From an optimization exercise on the open Yosys and OpenROAD flow, aimed at small area and a short achievable clock period; shortcuts taken in it are not production practice.
Function was not checked in any run shown here: the RTL went through the layout flow alone.

## flow/design.v (module list and top-level ports; edited modules follow where they fit)
// module Mul12_CS: 243 lines
// module Tab_P12: 14 lines
// module Tab_P16: 14 lines
// module Tab_P20: 14 lines
// module Tab_F12: 14 lines
// module Tab_F12x2: 14 lines
// module CSA: 11 lines
// module Butterfly_Unit: 101 lines
module Butterfly_Unit (
    input clk,
    input reset,
    input [1:0] operation,   
    input valid_in,
    input [11:0] a_in,
    input [11:0] b_in,
    input [11:0] zeta,
    output reg [11:0] a_out,
    output reg [11:0] b_out,
    output reg valid_out
);
  // ...
==> flow/run.sh <==
#!/bin/bash
# synth_recipe.tcl (not shown) runs the flow's synth.tcl, then flattens the netlist and writes it again
# the make line also repeats each setting of config.mk as NAME=value (left out here)
make -C /OpenROAD-flow-scripts/flow DESIGN_CONFIG=/design/flow/config.mk WORK_HOME=/design/flow/orfs CLKGATE_MAP_FILE= SYNTH_SCRIPT=/design/flow/synth_recipe.tcl finish
==> flow/config.mk <==
export PLATFORM = sky130hd
export DESIGN_NAME = Butterfly_Unit
export DESIGN_NICKNAME = Butterfly_Unit
export VERILOG_FILES = /design/flow/design.v
export SDC_FILE = /design/flow/constraint.sdc
export NUM_CORES = 4
export LEC_CHECK = 0
export CAP_MARGIN = 20
export CORE_MARGIN = 2
export CORE_UTILIZATION = 40
export SETUP_SLACK_MARGIN = 3.4
export SLEW_MARGIN = 20
==> flow/constraint.sdc <==
create_clock -name core_clock -period 6.5 [get_ports {clk}]
set_input_delay 1.3000 -clock core_clock [delete_from_list [all_inputs] [get_ports {clk}]]
set_output_delay 1.3000 -clock core_clock [all_outputs]
set_load 0.01 [all_outputs]
==> results_dict.tcl, run 1 <==
set metrics [dict create \
    synth-compound-area-share_pct 12.9 \
    rsz0062_at_grt "yes" \
    critical_path_class "flip-flop to flip-flop" \
    grt.total_usage_pct 19.2 \
    multi_input_gates 1270 \
    dp_slack_ns 2.17 \
    status "finished clean" \
    use_met2_pct 34.2 \
    cts.clk_slew.worst_paths_ns 0.09 \
    worst_pin_slew_ns 1.03 \
    cts_sinks 196 \
    sh_seq_area_pct 18.7 \
    synth_seq_cells 196 \
    report.final.setup_viol 0 \
    synth_most_common_cell "inv_1" \
    vias_per_cell 5.07 \
    top_layer "met4" \
    clockBufferCount 17 \
    drc 0 \
    grt_pass1_wl_um 67000 \
    dominant_cells "multi-input combinational cells" \
    synth_common_cells "314 x inv_1, 196 x dfxtp_1, 174 x ha_1, 171 x fa_1, 137 x and2_1" \
    synth_top_area_cell "dfxtp_1" \
    synthDominantCellAreaShare_pct 23.3 \
    cpMaxStageDelayCell "fa_1" \
    grt_use_met1_pct 24.3 \
    synthArstFlopShare_pct 0 \
    synth_xor_xnor_area_share_pct 5.25 \
    grt_pass1_vias 13200 \
    synthTopCellsByArea "dfxtp_1 23%, fa_1 20%, ha_1 13%, inv_1 7.0%, and2_1 5.1%" \
    postCtsHoldBufs 0 \
    r2r-end "r4[7]" \
    layout_commonest_cell "inv_1" \
    start_util_pct 40.3 \
    ys_types 90 \
]
==> module CSA, before the edit <==
module CSA #(parameter W = 8) (
    input  [W-1:0] a,
    input  [W-1:0] b,
    input  [W-1:0] c,
    output [W-1:0] s,
    output [W-1:0] y       
);
    wire [W-1:0] maj = (a & b) | (a & c) | (b & c);
    assign s = a ^ b ^ c;
    assign y = {maj[W-2:0], 1'b0};
endmodule
==> module Butterfly_Unit, before the edit <==
module Butterfly_Unit (
    input clk,
    input reset,
    input [1:0] operation,   
    input valid_in,
    input [11:0] a_in,
    input [11:0] b_in,
    input [11:0] zeta,
    output reg [11:0] a_out,
    output reg [11:0] b_out,
    output reg valid_out
);
    localparam [12:0] Q = 13'd3329;
    wire        intt0 = operation[0];
    wire [12:0] d0    = {1'b0, a_in} - {1'b0, b_in};
    wire [12:0] dq0   = {1'b0, a_in} + {1'b0, ~b_in} + 13'd3330;    
    wire [11:0] m0    = !intt0 ? b_in : (d0[12] ? dq0[11:0] : d0[11:0]);
    wire [12:0] s0    = {1'b0, a_in} + {1'b0, b_in & {12{intt0}}};
    reg [11:0] m1, z1;
    reg [12:0] s1;
    reg [1:0]  op1;
    reg        v1;
    always @(posedge clk) begin
        m1  <= m0;
        s1  <= s0;
        z1  <= zeta;
        op1 <= operation;
    end
    wire [23:0] px1, py1;
    Mul12_CS mul (.a(z1), .b(m1), .x(px1), .y(py1));
    reg [23:0] px2, py2;
    reg [12:0] s2;
    reg [1:0]  op2;
    reg        v2;
    always @(posedge clk) begin
        px2 <= px1;
        py2 <= py1;
        s2  <= s1;
        op2 <= op1;
    end
    wire [11:0] h2 = px2[23:12] + py2[23:12];
    wire [11:0] t0, t1, t2;
    Tab_P12 tab0 (.h(h2[3:0]),  .t(t0));
    Tab_P16 tab1 (.h(h2[7:4]),  .t(t1));
    Tab_P20 tab2 (.h(h2[11:8]), .t(t2));
    wire [14:0] sa, ca, sb, cb, sc, cc;
    CSA #(15) csa_a (.a({3'b000, px2[11:0]}), .b({3'b000, py2[11:0]}), .c({3'b000, t0}), .s(sa), .y(ca));
    CSA #(15) csa_b (.a(sa), .b(ca), .c({3'b000, t1}), .s(sb), .y(cb));
    CSA #(15) csa_c (.a(sb), .b(cb), .c({3'b000, t2}), .s(sc), .y(cc));
    reg [14:0] xs3, xc3;
    reg [12:0] s3;
    reg [1:0]  op3;
    reg        v3;
    always @(posedge clk) begin
        xs3 <= sc;
        xc3 <= cc;
        s3  <= s2;
        op3 <= op2;
    end
    wire [12:0] lc3 = {1'b0, xs3[11:0]} + {1'b0, xc3[11:0]};
    wire        c12 = lc3[12];
    wire [11:0] f3;
    Tab_F12x2 tab3 (.h({xs3[14:12], xc3[14:12]}), .t(f3));
    wire [14:0] gs3, gc3;
    CSA #(15) csa_g (.a({3'b000, xs3[11:0]}), .b({3'b000, xc3[11:0]}), .c({3'b000, f3}), .s(gs3), .y(gc3));
    wire [14:0] hs1, hc1, hs2, hc2;
    CSA #(15) csa_q1 (.a(gs3), .b(gc3), .c(15'h72ff), .s(hs1), .y(hc1));    
    CSA #(15) csa_q2 (.a(gs3), .b(gc3), .c(15'h65fe), .s(hs2), .y(hc2));    
    wire [14:0] g0 = gs3 + gc3;                        
    wire [14:0] g1 = hs1 + hc1;                        
    wire [14:0] g2 = hs2 + hc2;                        
    wire [11:0] r3 = !c12 ? (g1[14] ? g0[11:0] : g1[11:0])
                          : (g2[14] ? g1[11:0] : g2[11:0]);
    reg [11:0] r4;
    reg [12:0] s4;
    reg [1:0]  op4;
    reg        v4;
    always @(posedge clk) begin
        r4  <= r3;
        s4  <= s3;
        op4 <= op3;
    end
    wire [11:0] rn4 = r4 & {12{~op4[0]}};
    wire [12:0] t4  = s4 + {1'b0, rn4};                            
    wire [13:0] tm4 = {1'b0, s4} + {2'b00, rn4} - {1'b0, Q};
    wire [11:0] ao4 = tm4[13] ? t4[11:0] : tm4[11:0];
    wire [12:0] u4  = {1'b0, s4[11:0]} - {1'b0, r4};
    wire [12:0] uq4 = {1'b0, s4[11:0]} + {1'b0, ~r4} + 13'd3330;    
    wire [11:0] bo4 = op4[0] ? r4 : (u4[12] ? uq4[11:0] : u4[11:0]);
    always @(posedge clk) begin
        a_out <= op4[1] ? 12'd0 : ao4;
        b_out <= op4[1] ? 12'd0 : bo4;
    end
    always @(posedge clk) begin
        if (reset) begin
            v1 <= 1'b0; v2 <= 1'b0; v3 <= 1'b0; v4 <= 1'b0; valid_out <= 1'b0;
        end else begin
            v1 <= valid_in; v2 <= v1; v3 <= v2; v4 <= v3; valid_out <= v4;
        end
    end
endmodule
==> run 2: changes to the inputs <==
--- a/flow/design.v
+++ b/flow/design.v
@@ -13,238 +13,139 @@
     wire s49, c49, s50, c50, s51, c51, s52, c52, s53, c53, s54, c54, s55, c55, s56, c56;
     wire s57, c57, s58, c58, s59, c59, s60, c60, s61, c61, s62, c62, s63, c63, s64, c64;
     wire s65, c65, s66, c66, s67, c67, s68, c68, s69, c69, s70, c70, s71, c71, s72, c72;
     wire s73, c73, s74, c74, s75, c75, s76, c76, s77, c77, s78, c78, s79, c79, s80, c80;
     wire s81, c81, s82, c82, s83, c83, s84, c84, s85, c85, s86, c86, s87, c87, s88, c88;
     wire s89, c89, s90, c90, s91, c91, s92, c92, s93, c93, s94, c94, s95, c95, s96, c96;
     wire s97, c97, s98, c98, s99, c99, s100, c100, s101, c101, s102, c102, s103, c103, s104, c104;
     wire s105, c105, s106, c106, s107, c107, s108, c108, s109, c109, s110, c110;
-    assign s1 = (a[0] & b[9]) ^ (a[1] & b[8]);
-    assign c1 = (a[0] & b[9]) & (a[1] & b[8]);
-    assign s2 = (a[0] & b[10]) ^ (a[1] & b[9]) ^ (a[2] & b[8]);
-    assign c2 = ((a[0] & b[10]) & (a[1] & b[9])) | ((a[0] & b[10]) & (a[2] & b[8])) | ((a[1] & b[9]) & (a[2] & b[8]));
-    assign s3 = (a[3] & b[7]) ^ (a[4] & b[6]);
-    assign c3 = (a[3] & b[7]) & (a[4] & b[6]);
-    assign s4 = (a[0] & b[11]) ^ (a[1] & b[10]) ^ (a[2] & b[9]);
-    assign c4 = ((a[0] & b[11]) & (a[1] & b[10])) | ((a[0] & b[11]) & (a[2] & b[9])) | ((a[1] & b[10]) & (a[2] & b[9]));
-    assign s5 = (a[3] & b[8]) ^ (a[4] & b[7]) ^ (a[5] & b[6]);
-    assign c5 = ((a[3] & b[8]) & (a[4] & b[7])) | ((a[3] & b[8]) & (a[5] & b[6])) | ((a[4] & b[7]) & (a[5] & b[6]));
-    assign s6 = (a[6] & b[5]) ^ (a[7] & b[4]);
-    assign c6 = (a[6] & b[5]) & (a[7] & b[4]);
-    assign s7 = (a[1] & b[11]) ^ (a[2] & b[10]) ^ (a[3] & b[9]);
-    assign c7 = ((a[1] & b[11]) & (a[2] & b[10])) | ((a[1] & b[11]) & (a[3] & b[9])) | ((a[2] & b[10]) & (a[3] & b[9]));
-    assign s8 = (a[4] & b[8]) ^ (a[5] & b[7]) ^ (a[6] & b[6]);
-    assign c8 = ((a[4] & b[8]) & (a[5] & b[7])) | ((a[4] & b[8]) & (a[6] & b[6])) | ((a[5] & b[7]) & (a[6] & b[6]));
-    assign s9 = (a[7] & b[5]) ^ (a[8] & b[4]);
-    assign c9 = (a[7] & b[5]) & (a[8] & b[4]);
-    assign s10 = (a[2] & b[11]) ^ (a[3] & b[10]) ^ (a[4] & b[9]);
-    assign c10 = ((a[2] & b[11]) & (a[3] & b[10])) | ((a[2] & b[11]) & (a[4] & b[9])) | ((a[3] & b[10]) & (a[4] & b[9]));
-    assign s11 = (a[5] & b[8]) ^ (a[6] & b[7]) ^ (a[7] & b[6]);
-    assign c11 = ((a[5] & b[8]) & (a[6] & b[7])) | ((a[5] & b[8]) & (a[7] & b[6])) | ((a[6] & b[7]) & (a[7] & b[6]));
-    assign s12 = (a[3] & b[11]) ^ (a[4] & b[10]) ^ (a[5] & b[9]);
-    assign c12 = ((a[3] & b[11]) & (a[4] & b[10])) | ((a[3] & b[11]) & (a[5] & b[9])) | ((a[4] & b[10]) & (a[5] & b[9]));
-    assign s13 = (a[0] & b[6]) ^ (a[1] & b[5]);
-    assign c13 = (a[0] & b[6]) & (a[1] & b[5]);
-    assign s14 = (a[0] & b[7]) ^ (a[1] & b[6]) ^ (a[2] & b[5]);
-    assign c14 = ((a[0] & b[7]) & (a[1] & b[6])) | ((a[0] & b[7]) & (a[2] & b[5])) | ((a[1] & b[6]) & (a[2] & b[5]));
-    assign s15 = (a[3] & b[4]) ^ (a[4] & b[3]);
-    assign c15 = (a[3] & b[4]) & (a[4] & b[3]);
-    assign s16 = (a[0] & b[8]) ^ (a[1] & b[7]) ^ (a[2] & b[6]);
-    assign c16 = ((a[0] & b[8]) & (a[1] & b[7])) | ((a[0] & b[8]) & (a[2] & b[6])) | ((a[1] & b[7]) & (a[2] & b[6]));
-    assign s17 = (a[3] & b[5]) ^ (a[4] & b[4]) ^ (a[5] & b[3]);
-    assign c17 = ((a[3] & b[5]) & (a[4] & b[4])) | ((a[3] & b[5]) & (a[5] & b[3])) | ((a[4] & b[4]) & (a[5] & b[3]));
-    assign s18 = (a[6] & b[2]) ^ (a[7] & b[1]);
-    assign c18 = (a[6] & b[2]) & (a[7] & b[1]);
-    assign s19 = s1 ^ (a[2] & b[7]) ^ (a[3] & b[6]);
-    assign c19 = (s1 & (a[2] & b[7])) | (s1 & (a[3] & b[6])) | ((a[2] & b[7]) & (a[3] & b[6]));
-    assign s20 = (a[4] & b[5]) ^ (a[5] & b[4]) ^ (a[6] & b[3]);
-    assign c20 = ((a[4] & b[5]) & (a[5] & b[4])) | ((a[4] & b[5]) & (a[6] & b[3])) | ((a[5] & b[4]) & (a[6] & b[3]));
-    assign s21 = (a[7] & b[2]) ^ (a[8] & b[1]) ^ (a[9] & b[0]);
-    assign c21 = ((a[7] & b[2]) & (a[8] & b[1])) | ((a[7] & b[2]) & (a[9] & b[0])) | ((a[8] & b[1]) & (a[9] & b[0]));
-    assign s22 = s2 ^ s3 ^ (a[5] & b[5]);
-    assign c22 = (s2 & s3) | (s2 & (a[5] & b[5])) | (s3 & (a[5] & b[5]));
-    assign s23 = (a[6] & b[4]) ^ (a[7] & b[3]) ^ (a[8] & b[2]);
-    assign c23 = ((a[6] & b[4]) & (a[7] & b[3])) | ((a[6] & b[4]) & (a[8] & b[2])) | ((a[7] & b[3]) & (a[8] & b[2]));
-    assign s24 = (a[9] & b[1]) ^ (a[10] & b[0]) ^ c1;
-    assign c24 = ((a[9] & b[1]) & (a[10] & b[0])) | ((a[9] & b[1]) & c1) | ((a[10] & b[0]) & c1);
-    assign s25 = s4 ^ s5 ^ s6;
-    assign c25 = (s4 & s5) | (s4 & s6) | (s5 & s6);
-    assign s26 = (a[8] & b[3]) ^ (a[9] & b[2]) ^ (a[10] & b[1]);
-    assign c26 = ((a[8] & b[3]) & (a[9] & b[2])) | ((a[8] & b[3]) & (a[10] & b[1])) | ((a[9] & b[2]) & (a[10] & b[1]));
-    assign s27 = (a[11] & b[0]) ^ c2 ^ c3;
-    assign c27 = ((a[11] & b[0]) & c2) | ((a[11] & b[0]) & c3) | (c2 & c3);
-    assign s28 = s7 ^ s8 ^ s9;
-    assign c28 = (s7 & s8) | (s7 & s9) | (s8 & s9);
-    assign s29 = (a[9] & b[3]) ^ (a[10] & b[2]) ^ (a[11] & b[1]);
-    assign c29 = ((a[9] & b[3]) & (a[10] & b[2])) | ((a[9] & b[3]) & (a[11] & b[1])) | ((a[10] & b[2]) & (a[11] & b[1]));
-    assign s30 = c4 ^ c5 ^ c6;
-    assign c30 = (c4 & c5) | (c4 & c6) | (c5 & c6);
-    assign s31 = s10 ^ s11 ^ (a[8] & b[5]);
-    assign c31 = (s10 & s11) | (s10 & (a[8] & b[5])) | (s11 & (a[8] & b[5]));
-    assign s32 = (a[9] & b[4]) ^ (a[10] & b[3]) ^ (a[11] & b[2]);
-    assign c32 = ((a[9] & b[4]) & (a[10] & b[3])) | ((a[9] & b[4]) & (a[11] & b[2])) | ((a[10] & b[3]) & (a[11] & b[2]));
-    assign s33 = c7 ^ c8 ^ c9;
-    assign c33 = (c7 & c8) | (c7 & c9) | (c8 & c9);
-    assign s34 = s12 ^ (a[6] & b[8]) ^ (a[7] & b[7]);
-    assign c34 = (s12 & (a[6] & b[8])) | (s12 & (a[7] & b[7])) | ((a[6] & b[8]) & (a[7] & b[7]));
-    assign s35 = (a[8] & b[6]) ^ (a[9] & b[5]) ^ (a[10] & b[4]);
-    assign c35 = ((a[8] & b[6]) & (a[9] & b[5])) | ((a[8] & b[6]) & (a[10] & b[4])) | ((a[9] & b[5]) & (a[10] & b[4]));
-    assign s36 = (a[11] & b[3]) ^ c10 ^ c11;
-    assign c36 = ((a[11] & b[3]) & c10) | ((a[11] & b[3]) & c11) | (c10 & c11);
-    assign s37 = (a[4] & b[11]) ^ (a[5] & b[10]) ^ (a[6] & b[9]);
-    assign c37 = ((a[4] & b[11]) & (a[5] & b[10])) | ((a[4] & b[11]) & (a[6] & b[9])) | ((a[5] & b[10]) & (a[6] & b[9]));
-    assign s38 = (a[7] & b[8]) ^ (a[8] & b[7]) ^ (a[9] & b[6]);
-    assign c38 = ((a[7] & b[8]) & (a[8] & b[7])) | ((a[7] & b[8]) & (a[9] & b[6])) | ((a[8] & b[7]) & (a[9] & b[6]));
-    assign s39 = (a[10] & b[5]) ^ (a[11] & b[4]) ^ c12;
-    assign c39 = ((a[10] & b[5]) & (a[11] & b[4])) | ((a[10] & b[5]) & c12) | ((a[11] & b[4]) & c12);
-    assign s40 = (a[5] & b[11]) ^ (a[6] & b[10]) ^ (a[7] & b[9]);
-    assign c40 = ((a[5] & b[11]) & (a[6] & b[10])) | ((a[5] & b[11]) & (a[7] & b[9])) | ((a[6] & b[10]) & (a[7] & b[9]));
-    assign s41 = (a[8] & b[8]) ^ (a[9] & b[7]) ^ (a[10] & b[6]);
-    assign c41 = ((a[8] & b[8]) & (a[9] & b[7])) | ((a[8] & b[8]) & (a[10] & b[6])) | ((a[9] & b[7]) & (a[10] & b[6]));
-    assign s42 = (a[6] & b[11]) ^ (a[7] & b[10]) ^ (a[8] & b[9]);
-    assign c42 = ((a[6] & b[11]) & (a[7] & b[10])) | ((a[6] & b[11]) & (a[8] & b[9])) | ((a[7] & b[10]) & (a[8] & b[9]));
-    assign s43 = (a[0] & b[4]) ^ (a[1] & b[3]);
-    assign c43 = (a[0] & b[4]) & (a[1] & b[3]);
-    assign s44 = (a[0] & b[5]) ^ (a[1] & b[4]) ^ (a[2] & b[3]);
-    assign c44 = ((a[0] & b[5]) & (a[1] & b[4])) | ((a[0] & b[5]) & (a[2] & b[3])) | ((a[1] & b[4]) & (a[2] & b[3]));
-    assign s45 = (a[3] & b[2]) ^ (a[4] & b[1]);
-    assign c45 = (a[3] & b[2]) & (a[4] & b[1]);
-    assign s46 = s13 ^ (a[2] & b[4]) ^ (a[3] & b[3]);
-    assign c46 = (s13 & (a[2] & b[4])) | (s13 & (a[3] & b[3])) | ((a[2] & b[4]) & (a[3] & b[3]));
-    assign s47 = (a[4] & b[2]) ^ (a[5] & b[1]) ^ (a[6] & b[0]);
-    assign c47 = ((a[4] & b[2]) & (a[5] & b[1])) | ((a[4] & b[2]) & (a[6] & b[0])) | ((a[5] & b[1]) & (a[6] & b[0]));
-    assign s48 = s14 ^ s15 ^ (a[5] & b[2]);
-    assign c48 = (s14 & s15) | (s14 & (a[5] & b[2])) | (s15 & (a[5] & b[2]));
-    assign s49 = (a[6] & b[1]) ^ (a[7] & b[0]) ^ c13;
-    assign c49 = ((a[6] & b[1]) & (a[7] & b[0])) | ((a[6] & b[1]) & c13) | ((a[7] & b[0]) & c13);
-    assign s50 = s16 ^ s17 ^ s18;
-    assign c50 = (s16 & s17) | (s16 & s18) | (s17 & s18);
-    assign s51 = (a[8] & b[0]) ^ c14 ^ c15;
-    assign c51 = ((a[8] & b[0]) & c14) | ((a[8] & b[0]) & c15) | (c14 & c15);
-    assign s52 = s19 ^ s20 ^ s21;
-    assign c52 = (s19 & s20) | (s19 & s21) | (s20 & s21);
-    assign s53 = c16 ^ c17 ^ c18;
-    assign c53 = (c16 & c17) | (c16 & c18) | (c17 & c18);
-    assign s54 = s22 ^ s23 ^ s24;
-    assign c54 = (s22 & s23) | (s22 & s24) | (s23 & s24);
-    assign s55 = c19 ^ c20 ^ c21;
-    assign c55 = (c19 & c20) | (c19 & c21) | (c20 & c21);
-    assign s56 = s25 ^ s26 ^ s27;
-    assign c56 = (s25 & s26) | (s25 & s27) | (s26 & s27);
-    assign s57 = c22 ^ c23 ^ c24;
-    assign c57 = (c22 & c23) | (c22 & c24) | (c23 & c24);
-    assign s58 = s28 ^ s29 ^ s30;
-    assign c58 = (s28 & s29) | (s28 & s30) | (s29 & s30);
-    assign s59 = c25 ^ c26 ^ c27;
-    assign c59 = (c25 & c26) | (c25 & c27) | (c26 & c27);
-    assign s60 = s31 ^ s32 ^ s33;
-    assign c60 = (s31 & s32) | (s31 & s33) | (s32 & s33);
-    assign s61 = c28 ^ c29 ^ c30;
-    assign c61 = (c28 & c29) | (c28 & c30) | (c29 & c30);
-    assign s62 = s34 ^ s35 ^ s36;
-    assign c62 = (s34 & s35) | (s34 & s36) | (s35 & s36);
-    assign s63 = c31 ^ c32 ^ c33;
-    assign c63 = (c31 & c32) | (c31 & c33) | (c32 & c33);
-    assign s64 = s37 ^ s38 ^ s39;
-    assign c64 = (s37 & s38) | (s37 & s39) | (s38 & s39);
-    assign s65 = c34 ^ c35 ^ c36;
-    assign c65 = (c34 & c35) | (c34 & c36) | (c35 & c36);
-    assign s66 = s40 ^ s41 ^ (a[11] & b[5]);
-    assign c66 = (s40 & s41) | (s40 & (a[11] & b[5])) | (s41 & (a[11] & b[5]));
-    assign s67 = c37 ^ c38 ^ c39;
-    assign c67 = (c37 & c38) | (c37 & c39) | (c38 & c39);
-    assign s68 = s42 ^ (a[9] & b[8]) ^ (a[10] & b[7]);
-    assign c68 = (s42 & (a[9] & b[8])) | (s42 & (a[10] & b[7])) | ((a[9] & b[8]) & (a[10] & b[7]));
-    assign s69 = (a[11] & b[6]) ^ c40 ^ c41;
-    assign c69 = ((a[11] & b[6]) & c40) | ((a[11] & b[6]) & c41) | (c40 & c41);
-    assign s70 = (a[7] & b[11]) ^ (a[8] & b[10]) ^ (a[9] & b[9]);
-    assign c70 = ((a[7] & b[11]) & (a[8] & b[10])) | ((a[7] & b[11]) & (a[9] & b[9])) | ((a[8] & b[10]) & (a[9] & b[9]));
-    assign s71 = (a[10] & b[8]) ^ (a[11] & b[7]) ^ c42;
-    assign c71 = ((a[10] & b[8]) & (a[11] & b[7])) | ((a[10] & b[8]) & c42) | ((a[11] & b[7]) & c42);
-    assign s72 = (a[8] & b[11]) ^ (a[9] & b[10]) ^ (a[10] & b[9]);
-    assign c72 = ((a[8] & b[11]) & (a[9] & b[10])) | ((a[8] & b[11]) & (a[10] & b[9])) | ((a[9] & b[10]) & (a[10] & b[9]));
-    assign s73 = (a[0] & b[3]) ^ (a[1] & b[2]);
-    assign c73 = (a[0] & b[3]) & (a[1] & b[2]);
-    assign s74 = s43 ^ (a[2] & b[2]) ^ (a[3] & b[1]);
-    assign c74 = (s43 & (a[2] & b[2])) | (s43 & (a[3] & b[1])) | ((a[2] & b[2]) & (a[3] & b[1]));
-    assign s75 = s44 ^ s45 ^ (a[5] & b[0]);
-    assign c75 = (s44 & s45) | (s44 & (a[5] & b[0])) | (s45 & (a[5] & b[0]));
-    assign s76 = s46 ^ s47 ^ c44;
-    assign c76 = (s46 & s47) | (s46 & c44) | (s47 & c44);
-    assign s77 = s48 ^ s49 ^ c46;
-    assign c77 = (s48 & s49) | (s48 & c46) | (s49 & c46);
-    assign s78 = s50 ^ s51 ^ c48;
-    assign c78 = (s50 & s51) | (s50 & c48) | (s51 & c48);
-    assign s79 = s52 ^ s53 ^ c50;
-    assign c79 = (s52 & s53) | (s52 & c50) | (s53 & c50);
-    assign s80 = s54 ^ s55 ^ c52;
-    assign c80 = (s54 & s55) | (s54 & c52) | (s55 & c52);
-    assign s81 = s56 ^ s57 ^ c54;
-    assign c81 = (s56 & s57) | (s56 & c54) | (s57 & c54);
-    assign s82 = s58 ^ s59 ^ c56;
-    assign c82 = (s58 & s59) | (s58 & c56) | (s59 & c56);
-    assign s83 = s60 ^ s61 ^ c58;
-    assign c83 = (s60 & s61) | (s60 & c58) | (s61 & c58);
-    assign s84 = s62 ^ s63 ^ c60;
-    assign c84 = (s62 & s63) | (s62 & c60) | (s63 & c60);
-    assign s85 = s64 ^ s65 ^ c62;
-    assign c85 = (s64 & s65) | (s64 & c62) | (s65 & c62);
-    assign s86 = s66 ^ s67 ^ c64;
-    assign c86 = (s66 & s67) | (s66 & c64) | (s67 & c64);
-    assign s87 = s68 ^ s69 ^ c66;
-    assign c87 = (s68 & s69) | (s68 & c66) | (s69 & c66);
-    assign s88 = s70 ^ s71 ^ c68;
-    assign c88 = (s70 & s71) | (s70 & c68) | (s71 & c68);
-    assign s89 = s72 ^ (a[11] & b[8]) ^ c70;
-    assign c89 = (s72 & (a[11] & b[8])) | (s72 & c70) | ((a[11] & b[8]) & c70);
-    assign s90 = (a[9] & b[11]) ^ (a[10] & b[10]) ^ (a[11] & b[9]);
-    assign c90 = ((a[9] & b[11]) & (a[10] & b[10])) | ((a[9] & b[11]) & (a[11] & b[9])) | ((a[10] & b[10]) & (a[11] & b[9]));
-    assign s91 = (a[0] & b[2]) ^ (a[1] & b[1]);
-    assign c91 = (a[0] & b[2]) & (a[1] & b[1]);
-    assign s92 = s73 ^ (a[2] & b[1]) ^ (a[3] & b[0]);
-    assign c92 = (s73 & (a[2] & b[1])) | (s73 & (a[3] & b[0])) | ((a[2] & b[1]) & (a[3] & b[0]));
-    assign s93 = s74 ^ (a[4] & b[0]) ^ c73;
-    assign c93 = (s74 & (a[4] & b[0])) | (s74 & c73) | ((a[4] & b[0]) & c73);
-    assign s94 = s75 ^ c43 ^ c74;
-    assign c94 = (s75 & c43) | (s75 & c74) | (c43 & c74);
-    assign s95 = s76 ^ c45 ^ c75;
-    assign c95 = (s76 & c45) | (s76 & c75) | (c45 & c75);
-    assign s96 = s77 ^ c47 ^ c76;
-    assign c96 = (s77 & c47) | (s77 & c76) | (c47 & c76);
-    assign s97 = s78 ^ c49 ^ c77;
-    assign c97 = (s78 & c49) | (s78 & c77) | (c49 & c77);
-    assign s98 = s79 ^ c51 ^ c78;
-    assign c98 = (s79 & c51) | (s79 & c78) | (c51 & c78);
-    assign s99 = s80 ^ c53 ^ c79;
-    assign c99 = (s80 & c53) | (s80 & c79) | (c53 & c79);
-    assign s100 = s81 ^ c55 ^ c80;
-    assign c100 = (s81 & c55) | (s81 & c80) | (c55 & c80);
-    assign s101 = s82 ^ c57 ^ c81;
-    assign c101 = (s82 & c57) | (s82 & c81) | (c57 & c81);
-    assign s102 = s83 ^ c59 ^ c82;
-    assign c102 = (s83 & c59) | (s83 & c82) | (c59 & c82);
-    assign s103 = s84 ^ c61 ^ c83;
-    assign c103 = (s84 & c61) | (s84 & c83) | (c61 & c83);
-    assign s104 = s85 ^ c63 ^ c84;
-    assign c104 = (s85 & c63) | (s85 & c84) | (c63 & c84);
-    assign s105 = s86 ^ c65 ^ c85;
-    assign c105 = (s86 & c65) | (s86 & c85) | (c65 & c85);
-    assign s106 = s87 ^ c67 ^ c86;
-    assign c106 = (s87 & c67) | (s87 & c86) | (c67 & c86);
-    assign s107 = s88 ^ c69 ^ c87;
-    assign c107 = (s88 & c69) | (s88 & c87) | (c69 & c87);
-    assign s108 = s89 ^ c71 ^ c88;
-    assign c108 = (s89 & c71) | (s89 & c88) | (c71 & c88);
-    assign s109 = s90 ^ c72 ^ c89;
-    assign c109 = (s90 & c72) | (s90 & c89) | (c72 & c89);
-    assign s110 = (a[10] & b[11]) ^ (a[11] & b[10]) ^ c90;
-    assign c110 = ((a[10] & b[11]) & (a[11] & b[10])) | ((a[10] & b[11]) & c90) | ((a[11] & b[10]) & c90);
-    assign x = {1'b0, (a[11] & b[11]), s110, s109, s108, s107, s106, s105, s104, s103, s102, s101, s100, s99, s98, s97, s96, s95, s94, s93, s92, s91, (a[0] & b[1]), (a[0] & b[0])};
-    assign y = {1'b0, c110, c109, c108, c107, c106, c105, c104, c103, c102, c101, c100, c99, c98, c97, c96, c95, c94, c93, c92, c91, (a[2] & b[0]), (a[1] & b[0]), 1'b0};
+    assign s1 = ~((~(a[0] & b[9])) ^ (~(a[1] & b[8])));
+    assign c1 = (~(a[0] & b[9])) | (~(a[1] & b[8]));
+    assign {c2, s2} = {1'b0, (~(a[0] & b[10]))} + {1'b0, (~(a[1] & b[9]))} + {1'b0, (~(a[2] & b[8]))};
+    assign s3 = ~((~(a[3] & b[7])) ^ (~(a[4] & b[6])));
+    assign c3 = (~(a[3] & b[7])) | (~(a[4] & b[6]));
+    assign {c4, s4} = {1'b0, (~(a[0] & b[11]))} + {1'b0, (~(a[1] & b[10]))} + {1'b0, (~(a[2] & b[9]))};
+    assign {c5, s5} = {1'b0, (~(a[3] & b[8]))} + {1'b0, (~(a[4] & b[7]))} + {1'b0, (~(a[5] & b[6]))};
+    assign s6 = ~((~(a[6] & b[5])) ^ (~(a[7] & b[4])));
+    assign c6 = (~(a[6] & b[5])) | (~(a[7] & b[4]));
+    assign {c7, s7} = {1'b0, (~(a[1] & b[11]))} + {1'b0, (~(a[2] & b[10]))} + {1'b0, (~(a[3] & b[9]))};
+    assign {c8, s8} = {1'b0, (~(a[4] & b[8]))} + {1'b0, (~(a[5] & b[7]))} + {1'b0, (~(a[6] & b[6]))};
+    assign s9 = ~((~(a[7] & b[5])) ^ (~(a[8] & b[4])));
+    assign c9 = (~(a[7] & b[5])) | (~(a[8] & b[4]));
+    assign {c10, s10} = {1'b0, (~(a[2] & b[11]))} + {1'b0, (~(a[3] & b[10]))} + {1'b0, (~(a[4] & b[9]))};
+    assign {c11, s11} = {1'b0, (~(a[5] & b[8]))} + {1'b0, (~(a[6] & b[7]))} + {1'b0, (~(a[7] & b[6]))};
+    assign {c12, s12} = {1'b0, (~(a[3] & b[11]))} + {1'b0, (~(a[4] & b[10]))} + {1'b0, (~(a[5] & b[9]))};
+    assign s13 = ~((~(a[0] & b[6])) ^ (~(a[1] & b[5])));
+    assign c13 = (~(a[0] & b[6])) | (~(a[1] & b[5]));
+    assign {c14, s14} = {1'b0, (~(a[0] & b[7]))} + {1'b0, (~(a[1] & b[6]))} + {1'b0, (~(a[2] & b[5]))};
+    assign s15 = ~((~(a[3] & b[4])) ^ (~(a[4] & b[3])));
+    assign c15 = (~(a[3] & b[4])) | (~(a[4] & b[3]));
+    assign {c16, s16} = {1'b0, (~(a[0] & b[8]))} + {1'b0, (~(a[1] & b[7]))} + {1'b0, (~(a[2] & b[6]))};
+    assign {c17, s17} = {1'b0, (~(a[3] & b[5]))} + {1'b0, (~(a[4] & b[4]))} + {1'b0, (~(a[5] & b[3]))};
+    assign s18 = ~((~(a[6] & b[2])) ^ (~(a[7] & b[1])));
+    assign c18 = (~(a[6] & b[2])) | (~(a[7] & b[1]));
+    assign {c19, s19} = {1'b0, s1} + {1'b0, (~(a[2] & b[7]))} + {1'b0, (~(a[3] & b[6]))};
+    assign {c20, s20} = {1'b0, (~(a[4] & b[5]))} + {1'b0, (~(a[5] & b[4]))} + {1'b0, (~(a[6] & b[3]))};
+    assign {c21, s21} = {1'b0, (~(a[7] & b[2]))} + {1'b0, (~(a[8] & b[1]))} + {1'b0, (~(a[9] & b[0]))};
+    assign {c22, s22} = {1'b0, s2} + {1'b0, s3} + {1'b0, (~(a[5] & b[5]))};
+    assign {c23, s23} = {1'b0, (~(a[6] & b[4]))} + {1'b0, (~(a[7] & b[3]))} + {1'b0, (~(a[8] & b[2]))};
+    assign {c24, s24} = {1'b0, (~(a[9] & b[1]))} + {1'b0, (~(a[10] & b[0]))} + {1'b0, c1};
+    assign {c25, s25} = {1'b0, s4} + {1'b0, s5} + {1'b0, s6};
+    assign {c26, s26} = {1'b0, (~(a[8] & b[3]))} + {1'b0, (~(a[9] & b[2]))} + {1'b0, (~(a[10] & b[1]))};
+    assign {c27, s27} = {1'b0, (~(a[11] & b[0]))} + {1'b0, c2} + {1'b0, c3};
+    assign {c28, s28} = {1'b0, s7} + {1'b0, s8} + {1'b0, s9};
+    assign {c29, s29} = {1'b0, (~(a[9] & b[3]))} + {1'b0, (~(a[10] & b[2]))} + {1'b0, (~(a[11] & b[1]))};
+    assign {c30, s30} = {1'b0, c4} + {1'b0, c5} + {1'b0, c6};
+    assign {c31, s31} = {1'b0, s10} + {1'b0, s11} + {1'b0, (~(a[8] & b[5]))};
+    assign {c32, s32} = {1'b0, (~(a[9] & b[4]))} + {1'b0, (~(a[10] & b[3]))} + {1'b0, (~(a[11] & b[2]))};
+    assign {c33, s33} = {1'b0, c7} + {1'b0, c8} + {1'b0, c9};
+    assign {c34, s34} = {1'b0, s12} + {1'b0, (~(a[6] & b[8]))} + {1'b0, (~(a[7] & b[7]))};
+    assign {c35, s35} = {1'b0, (~(a[8] & b[6]))} + {1'b0, (~(a[9] & b[5]))} + {1'b0, (~(a[10] & b[4]))};
+    assign {c36, s36} = {1'b0, (~(a[11] & b[3]))} + {1'b0, c10} + {1'b0, c11};
+    assign {c37, s37} = {1'b0, (~(a[4] & b[11]))} + {1'b0, (~(a[5] & b[10]))} + {1'b0, (~(a[6] & b[9]))};
+    assign {c38, s38} = {1'b0, (~(a[7] & b[8]))} + {1'b0, (~(a[8] & b[7]))} + {1'b0, (~(a[9] & b[6]))};
+    assign {c39, s39} = {1'b0, (~(a[10] & b[5]))} + {1'b0, (~(a[11] & b[4]))} + {1'b0, c12};
+    assign {c40, s40} = {1'b0, (~(a[5] & b[11]))} + {1'b0, (~(a[6] & b[10]))} + {1'b0, (~(a[7] & b[9]))};
+    assign {c41, s41} = {1'b0, (~(a[8] & b[8]))} + {1'b0, (~(a[9] & b[7]))} + {1'b0, (~(a[10] & b[6]))};
+    assign {c42, s42} = {1'b0, (~(a[6] & b[11]))} + {1'b0, (~(a[7] & b[10]))} + {1'b0, (~(a[8] & b[9]))};
+    assign s43 = ~((~(a[0] & b[4])) ^ (~(a[1] & b[3])));
+    assign c43 = (~(a[0] & b[4])) | (~(a[1] & b[3]));
+    assign {c44, s44} = {1'b0, (~(a[0] & b[5]))} + {1'b0, (~(a[1] & b[4]))} + {1'b0, (~(a[2] & b[3]))};
+    assign s45 = ~((~(a[3] & b[2])) ^ (~(a[4] & b[1])));
+    assign c45 = (~(a[3] & b[2])) | (~(a[4] & b[1]));
+    assign {c46, s46} = {1'b0, s13} + {1'b0, (~(a[2] & b[4]))} + {1'b0, (~(a[3] & b[3]))};
+    assign {c47, s47} = {1'b0, (~(a[4] & b[2]))} + {1'b0, (~(a[5] & b[1]))} + {1'b0, (~(a[6] & b[0]))};
+    assign {c48, s48} = {1'b0, s14} + {1'b0, s15} + {1'b0, (~(a[5] & b[2]))};
+    assign {c49, s49} = {1'b0, (~(a[6] & b[1]))} + {1'b0, (~(a[7] & b[0]))} + {1'b0, c13};
+    assign {c50, s50} = {1'b0, s16} + {1'b0, s17} + {1'b0, s18};
+    assign {c51, s51} = {1'b0, (~(a[8] & b[0]))} + {1'b0, c14} + {1'b0, c15};
+    assign {c52, s52} = {1'b0, s19} + {1'b0, s20} + {1'b0, s21};
+    assign {c53, s53} = {1'b0, c16} + {1'b0, c17} + {1'b0, c18};
+    assign {c54, s54} = {1'b0, s22} + {1'b0, s23} + {1'b0, s24};
+    assign {c55, s55} = {1'b0, c19} + {1'b0, c20} + {1'b0, c21};
+    assign {c56, s56} = {1'b0, s25} + {1'b0, s26} + {1'b0, s27};
+    assign {c57, s57} = {1'b0, c22} + {1'b0, c23} + {1'b0, c24};
+    assign {c58, s58} = {1'b0, s28} + {1'b0, s29} + {1'b0, s30};
+    assign {c59, s59} = {1'b0, c25} + {1'b0, c26} + {1'b0, c27};
+    assign {c60, s60} = {1'b0, s31} + {1'b0, s32} + {1'b0, s33};
+    assign {c61, s61} = {1'b0, c28} + {1'b0, c29} + {1'b0, c30};
+    assign {c62, s62} = {1'b0, s34} + {1'b0, s35} + {1'b0, s36};
+    assign {c63, s63} = {1'b0, c31} + {1'b0, c32} + {1'b0, c33};
+    assign {c64, s64} = {1'b0, s37} + {1'b0, s38} + {1'b0, s39};
+    assign {c65, s65} = {1'b0, c34} + {1'b0, c35} + {1'b0, c36};
+    assign {c66, s66} = {1'b0, s40} + {1'b0, s41} + {1'b0, (~(a[11] & b[5]))};
+    assign {c67, s67} = {1'b0, c37} + {1'b0, c38} + {1'b0, c39};
+    assign {c68, s68} = {1'b0, s42} + {1'b0, (~(a[9] & b[8]))} + {1'b0, (~(a[10] & b[7]))};
+    assign {c69, s69} = {1'b0, (~(a[11] & b[6]))} + {1'b0, c40} + {1'b0, c41};
+    assign {c70, s70} = {1'b0, (~(a[7] & b[11]))} + {1'b0, (~(a[8] & b[10]))} + {1'b0, (~(a[9] & b[9]))};
+    assign {c71, s71} = {1'b0, (~(a[10] & b[8]))} + {1'b0, (~(a[11] & b[7]))} + {1'b0, c42};
+    assign {c72, s72} = {1'b0, (~(a[8] & b[11]))} + {1'b0, (~(a[9] & b[10]))} + {1'b0, (~(a[10] & b[9]))};
+    assign s73 = ~((~(a[0] & b[3])) ^ (~(a[1] & b[2])));
+    assign c73 = (~(a[0] & b[3])) | (~(a[1] & b[2]));
+    assign {c74, s74} = {1'b0, s43} + {1'b0, (~(a[2] & b[2]))} + {1'b0, (~(a[3] & b[1]))};
+    assign {c75, s75} = {1'b0, s44} + {1'b0, s45} + {1'b0, (~(a[5] & b[0]))};
+    assign {c76, s76} = {1'b0, s46} + {1'b0, s47} + {1'b0, c44};
+    assign {c77, s77} = {1'b0, s48} + {1'b0, s49} + {1'b0, c46};
+    assign {c78, s78} = {1'b0, s50} + {1'b0, s51} + {1'b0, c48};
+    assign {c79, s79} = {1'b0, s52} + {1'b0, s53} + {1'b0, c50};
+    assign {c80, s80} = {1'b0, s54} + {1'b0, s55} + {1'b0, c52};
+    assign {c81, s81} = {1'b0, s56} + {1'b0, s57} + {1'b0, c54};
+    assign {c82, s82} = {1'b0, s58} + {1'b0, s59} + {1'b0, c56};
+    assign {c83, s83} = {1'b0, s60} + {1'b0, s61} + {1'b0, c58};
+    assign {c84, s84} = {1'b0, s62} + {1'b0, s63} + {1'b0, c60};
+    assign {c85, s85} = {1'b0, s64} + {1'b0, s65} + {1'b0, c62};
+    assign {c86, s86} = {1'b0, s66} + {1'b0, s67} + {1'b0, c64};
+    assign {c87, s87} = {1'b0, s68} + {1'b0, s69} + {1'b0, c66};
+    assign {c88, s88} = {1'b0, s70} + {1'b0, s71} + {1'b0, c68};
+    assign {c89, s89} = {1'b0, s72} + {1'b0, (~(a[11] & b[8]))} + {1'b0, c70};
+    assign {c90, s90} = {1'b0, (~(a[9] & b[11]))} + {1'b0, (~(a[10] & b[10]))} + {1'b0, (~(a[11] & b[9]))};
+    assign s91 = ~((~(a[0] & b[2])) ^ (~(a[1] & b[1])));
+    assign c91 = (~(a[0] & b[2])) | (~(a[1] & b[1]));
+    assign {c92, s92} = {1'b0, s73} + {1'b0, (~(a[2] & b[1]))} + {1'b0, (~(a[3] & b[0]))};
+    assign {c93, s93} = {1'b0, s74} + {1'b0, (~(a[4] & b[0]))} + {1'b0, c73};
+    assign {c94, s94} = {1'b0, s75} + {1'b0, c43} + {1'b0, c74};
+    assign {c95, s95} = {1'b0, s76} + {1'b0, c45} + {1'b0, c75};
+    assign {c96, s96} = {1'b0, s77} + {1'b0, c47} + {1'b0, c76};
+    assign {c97, s97} = {1'b0, s78} + {1'b0, c49} + {1'b0, c77};
+    assign {c98, s98} = {1'b0, s79} + {1'b0, c51} + {1'b0, c78};
+    assign {c99, s99} = {1'b0, s80} + {1'b0, c53} + {1'b0, c79};
+    assign {c100, s100} = {1'b0, s81} + {1'b0, c55} + {1'b0, c80};
+    assign {c101, s101} = {1'b0, s82} + {1'b0, c57} + {1'b0, c81};
+    assign {c102, s102} = {1'b0, s83} + {1'b0, c59} + {1'b0, c82};
+    assign {c103, s103} = {1'b0, s84} + {1'b0, c61} + {1'b0, c83};
+    assign {c104, s104} = {1'b0, s85} + {1'b0, c63} + {1'b0, c84};
+    assign {c105, s105} = {1'b0, s86} + {1'b0, c65} + {1'b0, c85};
+    assign {c106, s106} = {1'b0, s87} + {1'b0, c67} + {1'b0, c86};
+    assign {c107, s107} = {1'b0, s88} + {1'b0, c69} + {1'b0, c87};
+    assign {c108, s108} = {1'b0, s89} + {1'b0, c71} + {1'b0, c88};
+    assign {c109, s109} = {1'b0, s90} + {1'b0, c72} + {1'b0, c89};
+    assign {c110, s110} = {1'b0, (~(a[10] & b[11]))} + {1'b0, (~(a[11] & b[10]))} + {1'b0, c90};
+    assign x = ~{1'b1, (~(a[11] & b[11])), s110, s109, s108, s107, s106, s105, s104, s103, s102, s101, s100, s99, s98, s97, s96, s95, s94, s93, s92, s91, (~(a[0] & b[1])), (~(a[0] & b[0]))};
+    assign y = ~{1'b1, c110, c109, c108, c107, c106, c105, c104, c103, c102, c101, c100, c99, c98, c97, c96, c95, c94, c93, c92, c91, (~(a[2] & b[0])), (~(a[1] & b[0])), 1'b1};
 endmodule
 module Tab_P12 (input [3:0] h, output [11:0] t);
     assign t[0] = (~h[3] & ~h[2] & ~h[1] & ~h[0]) | (~h[3] & ~h[2] & ~h[1] & h[0]) | (~h[3] & ~h[2] & h[1] & h[0]) | (~h[3] & h[2] & h[1] & ~h[0]) | (h[3] & ~h[2] & ~h[1] & ~h[0]) | (h[3] & ~h[2] & h[1] & h[0]) | (h[3] & h[2] & ~h[1] & h[0]) | (h[3] & h[2] & h[1] & ~h[0]);
     assign t[1] = (~h[3] & ~h[2] & ~h[1] & h[0]) | (~h[3] & ~h[2] & h[1] & ~h[0]) | (~h[3] & h[2] & ~h[1] & h[0]) | (h[3] & ~h[2] & ~h[1] & ~h[0]) | (h[3] & ~h[2] & ~h[1] & h[0]) | (h[3] & ~h[2] & h[1] & h[0]) | (h[3] & h[2] & ~h[1] & ~h[0]) | (h[3] & h[2] & h[1] & ~h[0]) | (h[3] & h[2] & h[1] & h[0]);
     assign t[2] = (~h[3] & ~h[2] & ~h[1] & h[0]) | (~h[3] & ~h[2] & h[1] & ~h[0]) | (~h[3] & ~h[2] & h[1] & h[0]) | (~h[3] & h[2] & ~h[1] & ~h[0]) | (h[3] & ~h[2] & ~h[1] & ~h[0]) | (h[3] & ~h[2] & ~h[1] & h[0]) | (h[3] & ~h[2] & h[1] & ~h[0]) | (h[3] & h[2] & h[1] & ~h[0]) | (h[3] & h[2] & h[1] & h[0]);
     assign t[3] = (~h[3] & ~h[2] & ~h[1] & h[0]) | (~h[3] & ~h[2] & h[1] & ~h[0]) | (~h[3] & ~h[2] & h[1] & h[0]) | (~h[3] & h[2] & ~h[1] & ~h[0]) | (~h[3] & h[2] & ~h[1] & h[0]) | (~h[3] & h[2] & h[1] & ~h[0]) | (~h[3] & h[2] & h[1] & h[0]) | (h[3] & h[2] & h[1] & ~h[0]) | (h[3] & h[2] & h[1] & h[0]);
     assign t[4] = (~h[3] & ~h[2] & ~h[1] & h[0]) | (~h[3] & ~h[2] & h[1] & ~h[0]) | (~h[3] & ~h[2] & h[1] & h[0]) | (~h[3] & h[2] & ~h[1] & ~h[0]) | (~h[3] & h[2] & ~h[1] & h[0]) | (~h[3] & h[2] & h[1] & ~h[0]) | (~h[3] & h[2] & h[1] & h[0]) | (h[3] & ~h[2] & ~h[1] & ~h[0]) | (h[3] & ~h[2] & ~h[1] & h[0]) | (h[3] & ~h[2] & h[1] & ~h[0]) | (h[3] & ~h[2] & h[1] & h[0]) | (h[3] & h[2] & ~h[1] & ~h[0]) | (h[3] & h[2] & ~h[1] & h[0]);
     assign t[5] = (~h[3] & ~h[2] & ~h[1] & h[0]) | (~h[3] & ~h[2] & h[1] & ~h[0]) | (~h[3] & ~h[2] & h[1] & h[0]) | (~h[3] & h[2] & ~h[1] & ~h[0]) | (~h[3] & h[2] & ~h[1] & h[0]) | (~h[3] & h[2] & h[1] & ~h[0]) | (~h[3] & h[2] & h[1] & h[0]) | (h[3] & ~h[2] & ~h[1] & ~h[0]) | (h[3] & ~h[2] & ~h[1] & h[0]) | (h[3] & ~h[2] & h[1] & ~h[0]) | (h[3] & ~h[2] & h[1] & h[0]) | (h[3] & h[2] & ~h[1] & ~h[0]) | (h[3] & h[2] & ~h[1] & h[0]) | (h[3] & h[2] & h[1] & ~h[0]) | (h[3] & h[2] & h[1] & h[0]);
@@ -313,18 +214,23 @@
 endmodule
 module CSA #(parameter W = 8) (
     input  [W-1:0] a,
     input  [W-1:0] b,
     input  [W-1:0] c,
     output [W-1:0] s,
     output [W-1:0] y       
 );
-    wire [W-1:0] maj = (a & b) | (a & c) | (b & c);
-    assign s = a ^ b ^ c;
+    wire [W-1:0] maj;
+    genvar i;
+    generate
+        for (i = 0; i < W; i = i + 1) begin : bit_
+            assign {maj[i], s[i]} = {1'b0, a[i]} + {1'b0, b[i]} + {1'b0, c[i]};
+        end
+    endgenerate
     assign y = {maj[W-2:0], 1'b0};
 endmodule
 module Butterfly_Unit (
     input clk,
     input reset,
     input [1:0] operation,   
     input valid_in,
     input [11:0] a_in,
@@ -332,17 +238,19 @@
     input [11:0] zeta,
     output reg [11:0] a_out,
     output reg [11:0] b_out,
     output reg valid_out
 );
     localparam [12:0] Q = 13'd3329;
     wire        intt0 = operation[0];
     wire [12:0] d0    = {1'b0, a_in} - {1'b0, b_in};
-    wire [12:0] dq0   = {1'b0, a_in} + {1'b0, ~b_in} + 13'd3330;    
+    wire [12:0] ds0, dc0;
+    CSA #(13) csa_d (.a({1'b0, a_in}), .b({1'b1, ~b_in}), .c(13'd3330), .s(ds0), .y(dc0));
+    wire [12:0] dq0   = ds0 + dc0;                                   
     wire [11:0] m0    = !intt0 ? b_in : (d0[12] ? dq0[11:0] : d0[11:0]);
     wire [12:0] s0    = {1'b0, a_in} + {1'b0, b_in & {12{intt0}}};
     reg [11:0] m1, z1;
     reg [12:0] s1;
     reg [1:0]  op1;
     reg        v1;
     always @(posedge clk) begin
         m1  <= m0;
@@ -401,20 +309,24 @@
     reg        v4;
     always @(posedge clk) begin
         r4  <= r3;
         s4  <= s3;
         op4 <= op3;
     end
     wire [11:0] rn4 = r4 & {12{~op4[0]}};
     wire [12:0] t4  = s4 + {1'b0, rn4};                            
-    wire [13:0] tm4 = {1'b0, s4} + {2'b00, rn4} - {1'b0, Q};
+    wire [13:0] ts4, tc4;
+    CSA #(14) csa_t (.a({1'b0, s4}), .b({2'b00, rn4}), .c(14'h32ff), .s(ts4), .y(tc4));
+    wire [13:0] tm4 = ts4 + tc4;                                   
     wire [11:0] ao4 = tm4[13] ? t4[11:0] : tm4[11:0];
     wire [12:0] u4  = {1'b0, s4[11:0]} - {1'b0, r4};
-    wire [12:0] uq4 = {1'b0, s4[11:0]} + {1'b0, ~r4} + 13'd3330;    
+    wire [12:0] us4, uc4;
+    CSA #(13) csa_u (.a({1'b0, s4[11:0]}), .b({1'b1, ~r4}), .c(13'd3330), .s(us4), .y(uc4));
+    wire [12:0] uq4 = us4 + uc4;                                   
     wire [11:0] bo4 = op4[0] ? r4 : (u4[12] ? uq4[11:0] : u4[11:0]);
     always @(posedge clk) begin
         a_out <= op4[1] ? 12'd0 : ao4;
         b_out <= op4[1] ? 12'd0 : bo4;
     end
     always @(posedge clk) begin
         if (reset) begin
             v1 <= 1'b0; v2 <= 1'b0; v3 <= 1'b0; v4 <= 1'b0; valid_out <= 1'b0;
==> flow/config.mk (replaced) <==
export PLATFORM = sky130hd
export DESIGN_NAME = Butterfly_Unit
export DESIGN_NICKNAME = Butterfly_Unit
export VERILOG_FILES = /design/flow/design.v
export SDC_FILE = /design/flow/constraint.sdc
export NUM_CORES = 4
export LEC_CHECK = 0
export CAP_MARGIN = 20
export CORE_MARGIN = 2
export CORE_UTILIZATION = 40
export SETUP_SLACK_MARGIN = 2.8
export SLEW_MARGIN = 20
==> run 2 against run 1 <==
Compared with the run above:
- flip-flop and latch count did not move
- still clean on timing, DRC and antenna
- synthesized cell count fell by 5.9%
- highest routed layer unchanged
- sequential share of layout area rose by 1.9 points
- cell area fell by 11%
==> results_dict.tcl, run 2 <==
set metrics [dict create \
    antenna_found_initial 0 \
    critPathBufInv 5 \
    ys_types 75 \
    dp_hpwl_um 28000 \
    synthTopCellsByArea "dfxtp_1 24%, fa_1 21%, ha_1 13%, inv_1 6.4%, and2_1 5.8%" \
    whs_path_depth 0 \
    synth_top_area_cell "dfxtp_1" \
    arrival_ns 4.27 \
    synthArstFlopShare_pct 0 \
    syn_area_um2 16100 \
    period_share_pct 59.8 \
    placed_area_um2 17300 \
    start_util_pct 40.5 \
    grt_pass1_vias 11800 \
    wirelength_um 36800 \
    grt-ovfl-total 0 \
    dpl.cell_count 2267 \
    core_um2 39800 \
    dp_slack_ns 1.98 \
    num_vias 11700 \
    layout_common_cells "267 x inv_1, 192 x dfxtp_1, 164 x fa_1" \
    start_kind "flip-flop" \
    synth_most_common_cell "inv_1" \
    relSlewSlack_pct 30.8 \
    skew_ns 0.0156 \
    cp_max_fo 6 \
    seq_area_frac_synth_pct 24.3 \
    end_kind "flip-flop" \
    report.final.setup_viol 0 \
    fin_ws_ns 2.61 \
    place.gp.congestion 0.877 \
    syn_to_final_growth_pct 18.5 \
    cp_cell_sequence "nor3_4 -> buf_12 -> nand2b_4 -> fa_2 -> ha_4 -> inv_4 -> ha_4 -> inv_2 -> fa_2 -> nand4b_1 -> a311oi_4 -> o31ai_4 -> o21bai_4 -> buf_4 -> buf_6 -> a311o_1 -> a22oi_2" \
    final.fill_count 3784 \
    r2r_setup_slack_ns 2.61 \
    syn_inst 1721 \
    vias_per_cell 4.97 \
    avgSynthCellArea_um2 9.38 \
    clk_path_buf_depth 2 \
    synthDominantCellAreaShare_pct 24.3 \
    grt_pass1_wl_um 59100 \
    antenna_left 0 \
    drive_above_1_share_pct 11.5 \
    clock_latency_ns 0.46 \
    cts.clk_slew.worst_paths_ns 0.09 \
    yosys_warnings 1 \
    finalHoldViolCount 0 \
    drtIter0Drc 645 \
    grt.total_usage_pct 17.7 \
    reg2reg_depth 17 \
    die_area_um2 42000 \
    ios 66 \
    slowest_delay_ns 0.46 \
    rows 73 \
    cpMaxStageDelayCell "fa_2" \
    cts_sinks 196 \
    dieHeight_um 205 \
    cts_tree "yes" \
    largest_reg_flops 23 \
    top_register "px2" \
    nets 2203 \
    min_period_ns 3.89 \
    synth_seq_cells 196 \
    synth_edf_count 0 \
    min_from "s3[6]" \
    whs_ns 0.331 \
    rsz0062_at_grt "yes" \
    portBuffers 65 \
    fin_tns_setup_ns 0 \
    htree_num_levels 4 \
    worstPathRequired_ns 6.89 \
    drv_cap 0 \
    r2r-end "r4[8]" \
    drc 0 \
    r2r-start "tab3.h[1]" \
    status "finished clean" \
    drtPass1Iterations 5 \
    worst_pin_slew_ns 1.04 \
    layout.cells.non_filler 2356 \
    ys.flop_type "dfxtp_1" \
    grt_max_degree 36 \
    cts_buffers 17 \
    routedWlPerCell_um 15.6 \
    critical_path_class "flip-flop to flip-flop" \
    synth_common_cells "277 x inv_1, 196 x dfxtp_1, 173 x ha_1, 171 x fa_1, 150 x and2_1" \
    final_cell_area_um2 19100 \
    crit_family "compound AO/OA/AOI/OAI gates" \
    synth_nets 2106 \
    hp-class "flip-flop to flip-flop" \
    layout_commonest_cell "inv_1" \
    finish.utilization_pct 48.0 \
    hold_end "s4[6]" \
    reg_top3 "px2 (23), py2 (22)" \
    root_buffer "clkbuf_16" \
    fmax_mhz 257 \
    diodes 0 \
    drv_slew 0 \
    die_x_um 205 \
]
-- run 2: metal layers --
layer  part of all wire, %  vias to the layer above  wire length, µm  track usage (%)
met5                     0                        -                0                0
met4                   2.0                        0              730             5.09
met3                   3.3                       47             1200             2.97
met2                    49                      209            18100             30.9
met1                    46                     5715            16800             22.6
li1                      -                     5732                -                -
-- run 2: cell type report --
cell class / instances / area [µm²] / share of cell area (%)
Tap cell: 525 / 657 / 3.43
Inverter: 277 / 1050 / 5.48
Clock buffer: 17 / 425 / 2.22
Timing Repair Buffer: 125 / 1220 / 6.37
Clock inverter: 15 / 190 / 0.995
Multi-Input combinational cell: 1201 / 11600 / 60.9
Sequential cell: 196 / 3940 / 20.6
-- run 2: repair_timing --
item	4_1_cts	5_1_grt
setup endpoints to repair	59	53
setup buffers	28	26
hold buffers	0	0
pin swaps	16	45
hold endpoints to repair	0	0
resized for setup	43	99
gates cloned	0	3
-- run 2: worst register-to-register path, cell delays in order, from the launching register on --
cell and delay, ns:
dfxtp_4 0.37, nor3_4 0.26, buf_12 0.15, nand2b_4 0.11, fa_2 0.46, ha_4 0.19
inv_4 0.06, ha_4 0.13, inv_2 0.04, fa_2 0.35, nand4b_1 0.28, a311oi_4 0.33
o31ai_4 0.13, o21bai_4 0.21, buf_4 0.16, buf_6 0.11, a311o_1 0.32, a22oi_2 0.18
-- run 2: worst max-delay path by stage --
stage / cells past startpoint / startpoint / to / slack [ns]
global route: 16 / tab3.h[1] / r4[6] / 2.49
finish: 17 / tab3.h[1] / r4[8] / 2.61
floorplan: 15 / tab3.h[0] / r4[6] / 2.74
detailed placement: 13 / a_in[8] / m1[11] / 1.98
CTS: 13 / tab3.h[0] / r4[6] / 2.59
global placement: 13 / b_in[6] / m1[11] / 2.10
-- run 2: kinds of logic after synthesis --
group | Yosys count | synth area share (%)
AO/OA/AOI/OAI | 300 | 12.5
other | 1 | 0.0232
multiplexers | 27 | 1.72
AND/OR/NAND/NOR | 423 | 13.4
adder cells (fa/ha/maj) | 344 | 34.6
flip-flops | 196 | 24.3
buffers and inverters | 325 | 7.64
XOR/XNOR | 105 | 5.75
==> run 3: changes to the inputs <==
--- a/flow/config.mk
+++ b/flow/config.mk
@@ -8,5 +8,5 @@
 export CAP_MARGIN = 20
 export CORE_MARGIN = 2
 export CORE_UTILIZATION = 40
-export SETUP_SLACK_MARGIN = 2.8
+export SETUP_SLACK_MARGIN = 2.4
 export SLEW_MARGIN = 20
==> run 3 against run 2 <==
Compared with the run above:
- still clean on timing, DRC and antenna
- clock skew shrank 0.0033 ns
- critical path type unchanged
- area after synthesis unchanged
- die area is the same
- register-to-register slack got worse by 0.08 ns
- global-route usage is 0.44 points lower
- hold slack worse by 0.0050 ns
- first-iteration DRC count is 22% lower
- flip-flop and latch count did not move
==> results_dict.tcl, run 3 <==
set metrics [dict create \
    cp_cell_sequence "nor3_4 -> nand2b_4 -> fa_2 -> ha_1 -> inv_1 -> ha_4 -> inv_1 -> fa_2 -> nand4b_1 -> a311oi_2 -> o31ai_4 -> o21bai_4 -> o31a_1 -> o21a_1 -> o31ai_1" \
    grt_pass1_vias 11600 \
    min_period_ns 3.97 \
    synth_most_common_cell "inv_1" \
    wirelength_um 34600 \
    arrival_ns 4.34 \
    report.final.setup_viol 0 \
    end_kind "flip-flop" \
    vias_per_cell 4.90 \
    drtIter0Drc 502 \
    dieHeight_um 205 \
    skew_ns 0.0122 \
    core_um2 39800 \
    slowest_delay_ns 0.43 \
    layout_common_cells "275 x inv_1, 193 x dfxtp_1, 169 x ha_1" \
    rows 73 \
    layout_commonest_cell "inv_1" \
    use_met3_pct 3.25 \
    clk_path_buf_depth 2 \
    antenna_found_initial 0 \
    fin_tns_setup_ns 0 \
    worst_pin_slew_ns 1.01 \
    top_register "px2" \
    ios 66 \
    synthTopCellsByArea "dfxtp_1 24%, fa_1 21%, ha_1 13%, inv_1 6.4%, and2_1 5.8%" \
    syn_inst 1721 \
    start_util_pct 40.5 \
    reg_top3 "px2 (23), py2 (22)" \
    die_x_um 205 \
    grt-ovfl-total 0 \
    synth_edf_count 0 \
    postCtsHoldBufs 0 \
    yosys_warnings 1 \
    die_area_um2 42000 \
    synth_top_area_cell "dfxtp_1" \
    drive_above_1_share_pct 6.07 \
    critPathBufInv 2 \
    status "finished clean" \
    nets 2167 \
    avgSynthCellArea_um2 9.38 \
    drc 0 \
    busiest_layer "met2" \
    grt_use_met1_pct 22.2 \
    place.gp.congestion 0.892 \
    portBuffers 65 \
    synth_seq_cells 196 \
    largest_reg_flops 23 \
    cts.clk_slew.worst_paths_ns 0.08 \
    syn_to_final_growth_pct 13.3 \
    placed_area_um2 17300 \
    htree_num_levels 4 \
    hp-class "flip-flop to flip-flop" \
    drv_cap 0 \
    antenna_left 0 \
    cts_sinks 196 \
    crit_family "compound AO/OA/AOI/OAI gates" \
    dp_hpwl_um 28100 \
    num_vias 11400 \
    seq_area_frac_synth_pct 24.3 \
    rsz0062_at_grt "yes" \
    root_buffer "clkbuf_16" \
    cpMaxStageDelayCell "fa_2" \
    diodes 0 \
    relSlewSlack_pct 32.8 \
    synthDominantCellAreaShare_pct 24.3 \
    cts_tree "yes" \
    routedWlPerCell_um 14.9 \
    use_met2_pct 29.1 \
    final.fill_count 3786 \
    critical_path_class "flip-flop to flip-flop" \
    period_share_pct 61.0 \
    synthArstFlopShare_pct 0 \
    cts_buffers 17 \
    synth_common_cells "277 x inv_1, 196 x dfxtp_1, 173 x ha_1, 171 x fa_1, 150 x and2_1" \
    fmax_mhz 252 \
    drv_slew 0 \
    drtPass1Iterations 5 \
    synth_nets 2106 \
    cp_max_fo 8 \
    syn_area_um2 16100 \
    grt.total_usage_pct 17.3 \
    start_kind "flip-flop" \
    finalHoldViolCount 0 \
    clock_latency_ns 0.46 \
    ys.flop_type "dfxtp_1" \
    grt_pass1_wl_um 57700 \
    worstPathRequired_ns 6.87 \
    grt_max_degree 36 \
    ys_types 75 \
    final_cell_area_um2 18300 \
]
-- run 3: cell counts after synthesis --
No cell type changed its count.
-- run 3: stage by stage --
stage / util (%) / hold slack (ns) / instances / setup slack, ns
2_1_floorplan: - / 0.310 / 1721 / 2.47
3_3_place_gp: 43.4 / 0.310 / 2267 / 2.10
5_1_grt: 45.9 / 0.336 / 2320 / 2.34
6_report: 45.9 / 0.326 / 2320 / 2.53
4_1_cts: 45.3 / 0.329 / 2303 / 2.39
3_5_place_dp: 43.4 / 0.312 / 2267 / 1.94
-- run 3: path summary, 6_finish.rpt --
path,startpoint,to,slack [ns],depth (start not counted)
setup / recovery,tab3.h[1],r4[6],2.53,15
hold / removal,s3[7],s4[7],0.33,0
setup reg to reg,tab3.h[1],r4[6],2.53,15
hold reg to reg,s3[7],s4[7],0.33,0
-- run 3: cell type report --
cell class	count	area (µm²)	share of cell area, %
clock inverters	15	235	1.29
repair buffers	90	863	4.72
well taps	525	657	3.59
clock buffers	17	425	2.33
inverters	277	1040	5.71
multi-input cells	1200	11100	60.8
flip-flops and latches	196	3940	21.5
-- run 3: kinds of logic after synthesis --
| group | count (synthesis) | synth area share (%) |
|---|---|---|
| fa+ha+maj | 344 | 34.6 |
| xor+xnor | 105 | 5.75 |
| mux | 27 | 1.72 |
| buf+inv | 325 | 7.64 |
| compound gates | 300 | 12.5 |
| other cells | 1 | 0.0232 |
| flops | 196 | 24.3 |
| simple gates | 423 | 13.4 |
-- run 3: what timing repair did --
action	4_1_cts	5_1_grt
setup endpoints to repair	21	37
resized for setup	7	31
pin swaps	3	8
buffers inserted	4	17
-- run 3: worst register-to-register path, stage by stage (launching register included) --
cell      delay (ns)
dfxtp_4         0.38
nor3_4          0.28
nand2b_4        0.20
fa_2            0.43
ha_1            0.19
inv_1           0.14
ha_4            0.16
inv_1           0.05
fa_2            0.41
nand4b_1        0.23
a311oi_2        0.41
o31ai_4         0.14
o21bai_4        0.22
o31a_1          0.27
o21a_1          0.17
o31ai_1         0.20
-- run 3: metal layers --
layer | part of all wire [%] | routed length [µm] | up-vias
met5 | 0 | 0 | -
met4 | 2.4 | 833 | 0
met3 | 3.7 | 1270 | 53
met2 | 48 | 16500 | 191
met1 | 46 | 16000 | 5449
li1 | - | - | 5678

==> afterwards: timing with drivers on the ports <==
The results above use ideal ports. As a check the final layouts listed here were re-extracted and re-timed, cells and wires unchanged.
Step 1 assumes that a clkbuf_16 drives the clock port and a buf_2 every other input.
Step 2 moves the port delays by t, midway between the first and last clock arrival at a register: inputs arrive t later, outputs are due t later. That takes back most of the time a late clock gives input paths.
Slacks: no drivers / after step 1 / after step 2; pairs: no drivers / after step 1.
run	t (ns)	slack for setup (ns)	worst hold slack (ns)	worst register clock-pin slew, ns
run 1	0.511	2.878 / 2.878 / 2.814	0.313 / 0.313 / 0.313	0.09 / 0.09
run 2	0.506	2.613 / 2.613 / 2.423	0.331 / 0.331 / 0.331	0.09 / 0.09
run 3	0.499	2.532 / 2.532 / 2.119	0.326 / 0.326 / 0.326	0.09 / 0.09
After both steps setup and hold are still met in every run listed. For run 3, which loses most, drivers alone change the setup slack by 0.000 ns; drivers and shift together by -0.413 ns.
